This is an optimization exercise on Yosys and OpenROAD, whose aim is small area and a short achievable clock period, not a production implementation. The RTL was checked by simulation tests, not by an equivalence proof against the original design.

## lane 1
Design hex_to_dec, start of the top module:
module hex_to_dec(
    input wire clk_25MHz,
    input wire [31: 0]hex,
    output wire [31: 0]dec
);
For scale: ~30 flip-flops, ~65 I/O pins, ~5700 um^2 of cells after synthesis.
export LEC_CHECK = 0
export ABC_AREA = 1
export CAP_MARGIN = 20
export CORE_MARGIN = 2
export CORE_UTILIZATION = 40
export CTS_BUF_LIST = sky130_fd_sc_hd__clkbuf_4
export SLEW_MARGIN = 20
export SYNTH_HIERARCHICAL = 1
export SYNTH_MINIMUM_KEEP_SIZE = 0
create_clock -name core_clock -period 75.0 [get_ports {clk_25MHz}]
standard.sh (not shown) runs the stock make flow with config.mk's settings and CLKGATE_MAP_FILE= SYNTH_SCRIPT=/design/flow/synth_recipe.tcl, a recipe that flattens the netlist after the stock synthesis.
==> flow/flow/run.sh <==
#!/bin/bash
# The standard layout (standard.sh), with two changes:
# - the buffers that the flow puts on every input and output port are buf_1
#   cells instead of the resizer's default choice (a 10 um2 delay buffer);
# - the weakest drive of some cells is not used where the next drive has the
#   same area (o21ai_0 -> o21ai_1 and so on), so paths get faster at no area.
#   The list repeats the platform's own don't-use cells.
set -euo pipefail
DU="sky130_fd_sc_hd__probe_p_8 sky130_fd_sc_hd__probec_p_8 sky130_fd_sc_hd__lpflow_bleeder_1 sky130_fd_sc_hd__lpflow_clkbufkapwr_1 sky130_fd_sc_hd__lpflow_clkbufkapwr_16 sky130_fd_sc_hd__lpflow_clkbufkapwr_2 sky130_fd_sc_hd__lpflow_clkbufkapwr_4 sky130_fd_sc_hd__lpflow_clkbufkapwr_8 sky130_fd_sc_hd__lpflow_clkinvkapwr_1 sky130_fd_sc_hd__lpflow_clkinvkapwr_16 sky130_fd_sc_hd__lpflow_clkinvkapwr_2 sky130_fd_sc_hd__lpflow_clkinvkapwr_4 sky130_fd_sc_hd__lpflow_clkinvkapwr_8 sky130_fd_sc_hd__lpflow_decapkapwr_12 sky130_fd_sc_hd__lpflow_decapkapwr_3 sky130_fd_sc_hd__lpflow_decapkapwr_4 sky130_fd_sc_hd__lpflow_decapkapwr_6 sky130_fd_sc_hd__lpflow_decapkapwr_8 sky130_fd_sc_hd__lpflow_inputiso0n_1 sky130_fd_sc_hd__lpflow_inputiso0p_1 sky130_fd_sc_hd__lpflow_inputiso1n_1 sky130_fd_sc_hd__lpflow_inputiso1p_1 sky130_fd_sc_hd__lpflow_inputisolatch_1 sky130_fd_sc_hd__lpflow_isobufsrc_1 sky130_fd_sc_hd__lpflow_isobufsrc_16 sky130_fd_sc_hd__lpflow_isobufsrc_2 sky130_fd_sc_hd__lpflow_isobufsrc_4 sky130_fd_sc_hd__lpflow_isobufsrc_8 sky130_fd_sc_hd__lpflow_isobufsrckapwr_16 sky130_fd_sc_hd__lpflow_lsbuf_lh_hl_isowell_tap_1 sky130_fd_sc_hd__lpflow_lsbuf_lh_hl_isowell_tap_2 sky130_fd_sc_hd__lpflow_lsbuf_lh_hl_isowell_tap_4 sky130_fd_sc_hd__lpflow_lsbuf_lh_isowell_4 sky130_fd_sc_hd__lpflow_lsbuf_lh_isowell_tap_1 sky130_fd_sc_hd__lpflow_lsbuf_lh_isowell_tap_2 sky130_fd_sc_hd__lpflow_lsbuf_lh_isowell_tap_4  sky130_fd_sc_hd__o21ai_0 sky130_fd_sc_hd__a21boi_0 sky130_fd_sc_hd__and2_0 sky130_fd_sc_hd__or2_0 sky130_fd_sc_hd__o311ai_0"
bash standard.sh BUFFER_PORTS_ARGS="-buffer_cell sky130_fd_sc_hd__buf_1" DONT_USE_CELLS="$DU" finish > standard_make.log 2>&1
## Diff of input files: lane 2 against lane 1
==> flow/flow/run.sh <==
#!/bin/bash
# The standard layout (standard.sh), except that the buffers that the flow puts
# on every input and output port are buf_1 cells instead of the resizer's
# default choice (a 10 um2 delay buffer).
set -euo pipefail
bash standard.sh BUFFER_PORTS_ARGS="-buffer_cell sky130_fd_sc_hd__buf_1" finish > standard_make.log 2>&1
--- outcome ---
Hold slack: lane 2 < lane 1
Sort lane 1 and lane 2 by first-pass GRT wire length asc -> top: lane 1
Lane 2 vs. lane 1: post-route worst setup slack shows a reduction of 0.34 ns; met2 capacity usage during global routing shows an increase of 2.2 points; met3 track demand over resource shows a reduction of 0.21 points.
Comparing lane 1 and lane 2, the higher via count was measured on lane 1.
Largest stage delay on the critical path in lane 2 is 0.12 ns above lane 1.
Lane 2 vs. lane 1: layout buffering overhead excluding clock cells +0.25 points.

## static timing again, ports no longer ideal
The flow's constraints put no driver on any port. The routed layouts listed below were extracted and timed again, unchanged, in two steps. Step 1 (the two cells are an assumption about what drives the block):
set clk [get_ports {clk_25MHz}]
set_driving_cell -lib_cell sky130_fd_sc_hd__clkbuf_16 $clk
set_driving_cell -lib_cell sky130_fd_sc_hd__buf_2 [delete_from_list [all_inputs] $clk]
Step 2 also shifts input and output timing later by t, the mid clock arrival at the registers, as if the neighbouring blocks saw the same clock. a / b / c = ideal ports / drivers / drivers and shift; a / b = the first two.
run	t (ns)	setup WS [ns]	worst setup path at the end	latest minus earliest clock arrival (ns)	worst register clock-pin slew, ns
lane 1	0.338	55.842 / 55.817 / 55.546	input to register	0.017 / 0.017	0.10 / 0.10
lane 2	0.351	55.500 / 55.472 / 55.247	input to register	0.010 / 0.010	0.10 / 0.10
After both steps every run listed still meets setup and hold. The setup slack of lane 1, which loses most, moves by -0.025 ns with the drivers and by -0.296 ns with both steps.
